What follows belongs to an exercise in optimizing a design on an open flow for small area; a production flow would make more cautious choices.
Function was checked by simulation only, so behaviour that the tests miss may differ from the original.
The clock port is modelled as an ideal driver; clocking choices that lean on that would not hold on a real chip.
Power is estimated from default activity; no workload was simulated.

Design top_level, start of the top module:
module top_level #(
) (
    input logic clk,
    input logic n_rst,
    input logic hsel,
    input logic [3:0] haddr,
    input logic [1:0] hsize,
    input logic [1:0] htrans,
    input logic hwrite,
    input logic [31:0] hwdata,
    output logic [31:0] hrdata,
    output logic hresp,
    output logic hready,
    input logic dp_in,
    input logic dm_in,
    output logic d_mode,
    output logic dp_out,
    output logic dm_out
);
    logic get_rx_data, store_tx_data, clear;
    logic [7:0] tx_data;
    logic [7:0] tx_req;
    logic tx_active, tx_error, tx_req_clr, get_tx_data;
    logic [6:0] occ;
    logic [7:0] txd, rxd;
    logic flush, rx_ready, rx_active, rx_error, store_rx_data;
    logic [7:0] rx_byte;
    logic [2:0] rx_packet;
    localparam logic [2:0] M_IDLE = 3'b000, M_ERR2 = 3'b001, M_ERR1 = 3'b011,
                           M_W0 = 3'b100, M_SEQ = 3'b110;
    logic [2:0] mode, next_mode;
    logic [2:0] step;
    logic rd;
    logic [3:0] paddr;
    logic [1:0] psize;
    logic wv;
    logic [7:0] win [0:3];
    logic [7:0] r12, r13;
    logic [2:0] rxp_d;
    logic rdy_d, rxa_d, txa_d, rxe_d, txe_d;
    logic [6:0] occ_d;
    function automatic logic lanesel(input logic [1:0] a, input logic [1:0] sz, input logic [1:0] k);
        lanesel = sz[1] || (sz[0] ? a[1] == k[1] : a == k);
    endfunction
    assign hready = !mode[2] && !mode[1];
    assign hresp = mode[0];
    logic seq, err, last;
    assign seq = (mode == M_SEQ);
    always_comb begin
        case (psize)
            2'd0: last = (step == 3'd3);
            2'd1: last = (step == 3'd4);
            default: last = (step == 3'd6);
        endcase
    end
    assign err = haddr == 4'd9 || haddr == 4'd10 || haddr == 4'd11 || haddr == 4'd14 || haddr == 4'd15 ||
                 (hwrite && haddr[3:2] != 2'b00 && haddr != 4'd12 && haddr != 4'd13) ||
                 (hwrite && haddr == 4'd12 && hsize == 2'd2);
    always_comb begin
        next_mode = mode;
        if (!hsel) next_mode = M_IDLE;
        else begin
            case (mode)
                M_IDLE: if (htrans != 2'b00) begin
                    if (err) next_mode = M_ERR1;
                    else if (haddr[3:2] != 2'b00) next_mode = hwrite ? M_W0 : M_IDLE;
  ...
Settings: LEC_CHECK=0, CAP_MARGIN=20, CORE_MARGIN=2, CORE_UTILIZATION=60, SLEW_MARGIN=20, SYNTH_HIERARCHICAL=1, SYNTH_MINIMUM_KEEP_SIZE=0; clock period 10.0 ns.
standard.sh (not shown) runs the stock make flow with config.mk's settings and CLKGATE_MAP_FILE= SYNTH_SCRIPT=/design/flow/synth_recipe.tcl, a recipe that flattens the netlist after the stock synthesis.
==> flow/flow/run.sh <==
#!/bin/bash
# The standard layout (standard.sh, unchanged synthesis) with three changes:
#  - port buffers use the smallest buffer cell (sky130_fd_sc_hd__buf_1);
#  - clock tree synthesis uses clkbuf_4 sink clusters and no dummy loads;
#  - after CTS, repair_timing -recover_power downsizes cells with spare slack.
# ORFS's full output goes to orfs_make.log in this folder.
set -euo pipefail
bash standard.sh \
  "BUFFER_PORTS_ARGS=-buffer_cell sky130_fd_sc_hd__buf_1" \
  "CTS_ARGS=-sink_clustering_enable -repair_clock_nets -dont_use_dummy_load -buf_list sky130_fd_sc_hd__clkbuf_4 -sink_clustering_size 10 -sink_clustering_max_diameter 40" \
  "POST_CTS_TCL=$PWD/flow/post_cts.tcl" \
  finish > orfs_make.log 2>&1
==> flow/flow/post_cts.tcl <==
# After clock tree synthesis: trade unused setup slack for smaller cells.
estimate_parasitics -placement
repair_timing -recover_power 100
The baseline finished with timing, DRC and antenna clean.
==> next run, changes <==
--- a/flow/flow/run.sh
+++ b/flow/flow/run.sh
@@ -9,3 +9,3 @@
   "BUFFER_PORTS_ARGS=-buffer_cell sky130_fd_sc_hd__buf_1" \
-  "CTS_ARGS=-sink_clustering_enable -repair_clock_nets -dont_use_dummy_load -buf_list sky130_fd_sc_hd__clkbuf_4 -sink_clustering_size 10 -sink_clustering_max_diameter 40" \
+  "CTS_ARGS=-sink_clustering_enable -repair_clock_nets -dont_use_dummy_load -buf_list sky130_fd_sc_hd__clkbuf_4 -sink_clustering_size 9 -sink_clustering_max_diameter 40" \
   "POST_CTS_TCL=$PWD/flow/post_cts.tcl" \
--- a/flow/config.mk
+++ b/flow/config.mk
@@ -7,6 +7,6 @@
 export LEC_CHECK = 0
-export CAP_MARGIN = 20
+export CAP_MARGIN = 0
 export CORE_MARGIN = 2
 export CORE_UTILIZATION = 60
-export SLEW_MARGIN = 20
+export SLEW_MARGIN = 0
 export SYNTH_HIERARCHICAL = 1
After rerunning: The changed run finished with timing, DRC and antenna clean. Global-route usage is about the same. Register-to-register slack loses 0.09 ns. Core utilization came out lower by 0.30 points. Setup slack loses 0.095 ns. Via count stays flat. Clock skew came out lower by 0.016 ns.
==> next run, changes <==
--- a/flow/config.mk
+++ b/flow/config.mk
@@ -9,3 +9,3 @@
 export CORE_MARGIN = 2
-export CORE_UTILIZATION = 60
+export CORE_UTILIZATION = 65
 export SLEW_MARGIN = 0
Effect: Core utilization is higher by 5.0 points; design area barely changes; sequential cell count does not change; global-route usage is higher by 1.1 points.
==> next run, changes <==
--- a/flow/flow/run.sh
+++ b/flow/flow/run.sh
@@ -4,3 +4,4 @@
 #  - clock tree synthesis uses clkbuf_4 sink clusters and no dummy loads;
-#  - after CTS, repair_timing -recover_power downsizes cells with spare slack.
+#  - after CTS and after global routing, repair_timing -recover_power
+#    downsizes cells with spare slack (RECOVER_POWER in the global route step).
 # ORFS's full output goes to orfs_make.log in this folder.
@@ -11,2 +12,3 @@
   "POST_CTS_TCL=$PWD/flow/post_cts.tcl" \
+  "RECOVER_POWER=100" \
   finish > orfs_make.log 2>&1
--- a/flow/config.mk
+++ b/flow/config.mk
@@ -9,3 +9,3 @@
 export CORE_MARGIN = 2
-export CORE_UTILIZATION = 65
+export CORE_UTILIZATION = 60
 export SLEW_MARGIN = 0
Now the flow ran to the end with violations: capacitance limit, slew limit.
Power climbs by 0.57%.
Via count is about the same.
Non-clock buffer count came out lower by 3.
Design area barely changes.
Setup slack loses 0.64 ns.
==> next run, changes <==
==> flow/flow/run.sh (replaced) <==
#!/bin/bash
# The standard layout (standard.sh, unchanged synthesis) with three changes:
#  - port buffers use the smallest buffer cell (sky130_fd_sc_hd__buf_1);
#  - clock tree synthesis uses clkbuf_4 sink clusters and no dummy loads;
#  - after CTS, repair_timing -recover_power downsizes cells with spare slack.
# ORFS's full output goes to orfs_make.log in this folder.
set -euo pipefail
bash standard.sh \
  "BUFFER_PORTS_ARGS=-buffer_cell sky130_fd_sc_hd__buf_1" \
  "CTS_ARGS=-sink_clustering_enable -repair_clock_nets -dont_use_dummy_load -buf_list sky130_fd_sc_hd__clkbuf_4 -sink_clustering_size 8 -sink_clustering_max_diameter 35" \
  "POST_CTS_TCL=$PWD/flow/post_cts.tcl" \
  finish > orfs_make.log 2>&1
--- a/flow/config.mk
+++ b/flow/config.mk
@@ -7,6 +7,6 @@
 export LEC_CHECK = 0
-export CAP_MARGIN = 0
+export CAP_MARGIN = 10
 export CORE_MARGIN = 2
 export CORE_UTILIZATION = 60
-export SLEW_MARGIN = 0
+export SLEW_MARGIN = 10
 export SYNTH_HIERARCHICAL = 1
This time the run produced a clean layout.
First-iteration DRC count is lower by 7.3%.
Clock-buffer cell count is higher by 25.
Routed wire length went up by about 0.33%.
Cell count grows by about 1%.
Worst hold slack gets worse by 0.0093 ns.
Global-route usage goes up by 0.34 points.
==> next run, changes <==
--- a/flow/flow/run.sh
+++ b/flow/flow/run.sh
@@ -9,3 +9,3 @@
   "BUFFER_PORTS_ARGS=-buffer_cell sky130_fd_sc_hd__buf_1" \
-  "CTS_ARGS=-sink_clustering_enable -repair_clock_nets -dont_use_dummy_load -buf_list sky130_fd_sc_hd__clkbuf_4 -sink_clustering_size 8 -sink_clustering_max_diameter 35" \
+  "CTS_ARGS=-sink_clustering_enable -repair_clock_nets -dont_use_dummy_load -buf_list sky130_fd_sc_hd__clkbuf_4 -sink_clustering_size 9 -sink_clustering_max_diameter 40" \
   "POST_CTS_TCL=$PWD/flow/post_cts.tcl" \
--- a/flow/config.mk
+++ b/flow/config.mk
@@ -7,6 +7,6 @@
 export LEC_CHECK = 0
-export CAP_MARGIN = 10
+export CAP_MARGIN = 0
 export CORE_MARGIN = 2
-export CORE_UTILIZATION = 60
-export SLEW_MARGIN = 10
+export CORE_UTILIZATION = 70
+export SLEW_MARGIN = 0
 export SYNTH_HIERARCHICAL = 1
Final area is lower by 0.97%.
Power is lower by 3.2%.
Clock power is lower by 13%.

-- static timing again, ports no longer ideal --
No port has a modelled driver above. Below, the same layouts with a new extraction and two added sets of constraints. Step 1: set_driving_cell puts a clkbuf_16 on clk and a buf_2 on each other input, an assumption about the parent block. Step 2 also shifts input and output timing later by t, the mid clock arrival at the registers, as if the neighbouring blocks saw the same clock. Three values: no drivers, after step 1, after step 2; two values: the first two.
| run | t (ns) | setup WS [ns] | worst setup path at the end | clock arrival spread, ns |
|---|---|---|---|---|
| the first run | 0.919 | 5.190 / 5.190 / 5.190 | register to register | 0.128 / 0.127 |
| the second run | 0.910 | 5.095 / 5.095 / 5.095 | register to register | 0.104 / 0.104 |
| the third run | 0.903 | 4.715 / 4.715 / 4.715 | register to register | 0.133 / 0.133 |
| the fourth run | 0.916 | 4.074 / 4.086 / 3.170 | input, reset recovery | 0.103 / 0.102 |
| the fifth run | 1.037 | 5.257 / 5.257 / 5.257 | register to register | 0.092 / 0.092 |
| the sixth run | 0.906 | 4.837 / 4.837 / 4.837 | register to register | 0.132 / 0.131 |
The setup slack of the fourth run, which loses most, moves by +0.012 ns with the drivers and by -0.904 ns with both steps. The worst setup slack also covers recovery checks on asynchronous resets.
